This is an optimization exercise on Yosys and OpenROAD, whose aim is small area, a short achievable clock period and few clock cycles, not a production implementation. At most, simulation tests tie the RTL to the original design; equivalence was not proved. Power figures rest on the tool's default switching activity, not on a simulated workload.

==> flow/design.v (excerpt) <==
module ariscv #(
   parameter NBW_ACLK      = 6,
   parameter NBW_INST      = 32,
   parameter NBW_REGISTER  = 32,
   parameter NBW_ADDR      = 5,
   parameter NBW_PC        = 32
)(
   input  logic                        clk,
   input  logic                        rst_async_n,
   input  logic [NBW_INST-1:0]         i_inst,
   output logic [NBW_PC-1:0]           o_pc,
   output logic [NBW_REGISTER-1:0]     o_writeData,
   output logic [NBW_REGISTER-1:0]     o_writeAddr,
   output logic                        o_memWrite,
   output logic [2:0]                  o_writeWidth,
   input  logic [NBW_REGISTER-1:0]     i_readData
);
==> flow/config.mk <==
export PLATFORM = sky130hd
export DESIGN_NAME = ariscv
export DESIGN_NICKNAME = ariscv
export VERILOG_FILES = /design/flow/design.v
export SDC_FILE = /design/flow/constraint.sdc
export NUM_CORES = 8
export LEC_CHECK = 0
export CAP_MARGIN = 35
export CORE_MARGIN = 2
export CORE_UTILIZATION = 40
export SLEW_MARGIN = 35
export SYNTH_HIERARCHICAL = 1
export SYNTH_MINIMUM_KEEP_SIZE = 0
==> flow/constraint.sdc <==
create_clock -name core_clock -period 11.0 [get_ports {clk}]
set_input_delay 2.2000 -clock core_clock [delete_from_list [all_inputs] [get_ports {clk}]]
set_output_delay 2.2000 -clock core_clock [all_outputs]
set_load 0.01 [all_outputs]
standard.sh (not shown) runs the stock make flow with config.mk's settings and CLKGATE_MAP_FILE= SYNTH_SCRIPT=/design/flow/synth_recipe.tcl, a recipe that flattens the netlist after the stock synthesis.
==> flow/flow/run.sh <==
#!/bin/bash
# The standard layout (standard.sh: its synthesis and ORFS steps, its SDC),
# with these changes to how the layout is made:
#  - the resizer is asked for more setup slack than the 11 ns clock needs;
#  - no gate cloning in timing repair (clones added after the last design
#    repair could leave slew violations);
#  - CTS without dummy loads, with larger sink clusters;
#  - ports buffered with buf_2 instead of the default delay buffer.
# ORFS writes each step's log under orfs/logs/; make's output goes to flow.log.
set -o pipefail
bash standard.sh SETUP_SLACK_MARGIN=7 SKIP_GATE_CLONING=1 \
  "CTS_ARGS=-sink_clustering_enable -repair_clock_nets -dont_use_dummy_load -sink_clustering_size 25 -sink_clustering_max_diameter 100 -buf_list {sky130_fd_sc_hd__clkbuf_8 sky130_fd_sc_hd__clkbuf_16}" \
  "BUFFER_PORTS_ARGS=-buffer_cell sky130_fd_sc_hd__buf_2" \
  finish > flow.log 2>&1
Testbench counts at the start, summed over its fixed seeds: cycles 365,440.
Change:
--- a/flow/design.v
+++ b/flow/design.v
@@ -69,14 +69,39 @@
 )(
    input  logic [W-1:0]  i_p,
    input  logic [W-1:0]  i_c,
    output logic [W-1:0]  o_s
 );
    assign o_s = i_p ^ i_c;
 endmodule
+module cmp_lt (
+   input  logic [31:0]  i_a,
+   input  logic [31:0]  i_b,
+   input  logic         i_cin,
+   output logic         o_ltu,
+   output logic         o_lt
+);
+   logic [31:0] g, p;
+   logic        c31;
+   always_comb begin
+      g = {i_a[30:0] & i_b[30:0], i_cin};
+      p = {i_a[30:0] | i_b[30:0], 1'b0};
+      for (int l = 1; l < 32; l = l * 2) begin
+         for (int i = 31; i >= 0; i--) begin
+            if ((i % (2 * l)) == (2 * l - 1)) begin
+               g[i] = g[i] | (p[i] & g[i-l]);
+               p[i] = p[i] & p[i-l];
+            end
+         end
+      end
+      c31 = g[31];
+   end
+   assign o_ltu = ~((i_a[31] & i_b[31]) | ((i_a[31] | i_b[31]) & c31));
+   assign o_lt  = ~((~i_a[31] & ~i_b[31]) | ((~i_a[31] | ~i_b[31]) & c31));
+endmodule
 module rf_sel31 (
    input  logic [31:1]  i_d,
    input  logic [31:1]  i_sel,
    output logic         o_y
 );
    assign o_y = |(i_d & i_sel);
 endmodule
@@ -148,15 +173,15 @@
    localparam logic [4:0] OP_LOAD = 5'b00000, OP_STORE = 5'b01000, OP_BRANCH = 5'b11000,
                           OP_JALR = 5'b11001, OP_JAL   = 5'b11011, OP_OPIMM  = 5'b00100,
                           OP_OP   = 5'b01100, OP_AUIPC = 5'b00101, OP_LUI    = 5'b01101;
    logic          x_redirect;
    logic [31:0]   x_sum, x_rest;
    logic          x_sel_sum;
    logic [11:2]   x_target;
-   logic          d_replay;
+   logic          d_replay, d_fix, d_redir;
    logic [11:2]   pc_q;
    logic [4:0]    f_op;
    logic          f_jal, f_br, f_pred, f_auipc, f_rs2;
    logic [11:2]   f_tj, f_tb, f_target;
    logic [12:2]   f_pc4;
    logic [12:2]   f_alt;
    assign o_pc = {20'd0, pc_q, 2'b00};
@@ -170,29 +195,29 @@
    add_sk #(.W(10)) uu_tb (.i_a(pc_q), .i_b({i_inst[7], i_inst[30:25], i_inst[11:9]}), .i_cin(1'b0), .o_sum(f_tb), .o_cout());
    assign f_target = f_jal ? f_tj : f_tb;
    assign f_pc4   = {1'b0, pc_q} + 11'd1;
    assign f_alt   = (f_auipc | (f_op == OP_LOAD) | (f_op == OP_STORE)) ? {1'b0, pc_q} : (f_pred | (f_op != OP_BRANCH)) ? f_pc4 : {1'b0, f_tb};
    always_ff @(posedge clk or negedge rst_async_n) begin
       if (!rst_async_n)    pc_q <= '0;
       else if (x_redirect) pc_q <= x_target;
-      else if (d_replay)    pc_q <= d_alt[11:2];
+      else if (d_redir)    pc_q <= d_alt[11:2];
       else if (f_jal)      pc_q <= f_tj;
       else if (f_br)       pc_q <= f_tb;
       else                 pc_q <= f_pc4[11:2];
    end
    logic          d_valid;
    logic [31:0]   d_ir;
    logic          d_pred;
    logic [12:2]   d_alt;
    logic          d_useimm, d_mem, d_wen, d_opx, d_load, d_store, d_branch, d_jalr, d_link, d_upper;
    logic [1:0]    d_immsel;
    logic [31:1]   d_rs1_sel, d_rs2_sel;
    always_ff @(posedge clk or negedge rst_async_n) begin
       if (!rst_async_n)  d_valid <= 1'b0;
-      else               d_valid <= ~x_redirect & ~d_replay;
+      else               d_valid <= ~x_redirect & ~d_redir;
    end
    always_ff @(posedge clk) begin
       d_ir   <= i_inst;
       d_pred <= f_pred;
       d_alt  <= f_alt;
       d_useimm <= ~f_rs2;
       d_mem    <= (f_op == OP_LOAD) | (f_op == OP_STORE);
@@ -234,14 +259,26 @@
    logic [31:0]   x_result;
    logic          x_we;
    logic          fwd_a, fwd_b;
    assign x_we  = x_valid & x_wen;
    assign fwd_a = x_we & (x_rd == d_rs1);
    assign fwd_b = x_we & (x_rd == d_rs2) & ~d_useimm;
    assign d_replay = d_valid & d_mem & fwd_a;
+   logic          d_eq, d_lt, d_ltu, d_cond;
+   assign d_eq = ~|(d_rd1 ^ d_rd2);
+   cmp_lt uu_dcmp (.i_a(d_rd1), .i_b(~d_rd2), .i_cin(1'b1), .o_ltu(d_ltu), .o_lt(d_lt));
+   always_comb begin
+      case (d_f3[2:1])
+         2'b00:   d_cond = d_eq;
+         2'b10:   d_cond = d_lt;
+         default: d_cond = d_ltu;
+      endcase
+   end
+   assign d_fix   = d_valid & d_branch & ~fwd_a & ~fwd_b & (d_cond ^ d_f3[0] ^ d_pred);
+   assign d_redir = d_replay | d_fix;
    reg_file uu_rf (
       .clk         (clk),
       .i_wr_en     (x_we),
       .i_wr_addr   (x_rd),
       .i_wr_dt     (x_result),
       .i_rd1_sel   (d_rs1_sel),
       .i_rd2_sel   (d_rs2_sel),
@@ -288,15 +325,15 @@
       x_sel_ltu <= d_opx & (d_f3 == 3'd3);
       x_sel_b   <= d_upper;
       x_load    <= d_load;
       x_store   <= d_store;
       x_branch  <= d_branch;
       x_jalr    <= d_jalr;
       x_link    <= d_link;
-      x_pred    <= d_pred;
+      x_pred    <= d_pred ^ d_fix;
       x_alt     <= d_alt;
    end
    logic [31:0]   x_alu;
    logic          x_lt, x_ltu, x_eq, x_cond, x_taken;
    alu uu_alu (
       .i_a       (x_a),
       .i_b       (x_b),
Outcome: The changed run produced a clean layout. Worst setup slack is worse by 0.61 ns. Synthesized cell count came out higher by 4.6%. Non-clock buffer count came out higher by 39. Total power came out higher by 2.2%. Worst hold slack is worse by 0.012 ns. Clock skew came out higher by 0.023 ns. Final cell count came out higher by 3.8%. Die area came out higher by 1.8%. Design area came out higher by 3.4%. Global-route usage came out higher by 0.19 points. Maximum frequency came out lower by 13%. Sequential cell count stays the same. Routed wire length came out higher by 3.0%. Clock-buffer cell count came out higher by 3.
Only the layout flow was run in the second run of this note; the RTL was not checked for function there.

[re-timing with driven ports]
In the flow no input, the clock included, has a driving cell. The finished layouts below were timed again as built, in two steps. Step 1: set_driving_cell puts a clkbuf_16 on clk and a buf_2 on each other input, an assumption about the parent block. Step 2 moves the port delays by t, midway between the first and last clock arrival at a register: inputs arrive t later, outputs are due t later. That takes back most of the time a late clock gives input paths. a / b / c = no drivers / after step 1 / after step 2; a / b = the first two.
run | t (ns) | setup WS [ns] | worst register clock-pin slew, ns | pins driven straight from the clock port
the first run | 0.770 | 7.012 / 7.012 / 6.355 | 0.11 / 0.11 | 1
the second run | 0.768 | 6.400 / 6.400 / 6.400 | 0.11 / 0.11 | 1
After both steps setup and hold are still met in every run listed. The setup slack of the first run, which loses most, moves by 0.000 ns with the drivers and by -0.657 ns with both steps.
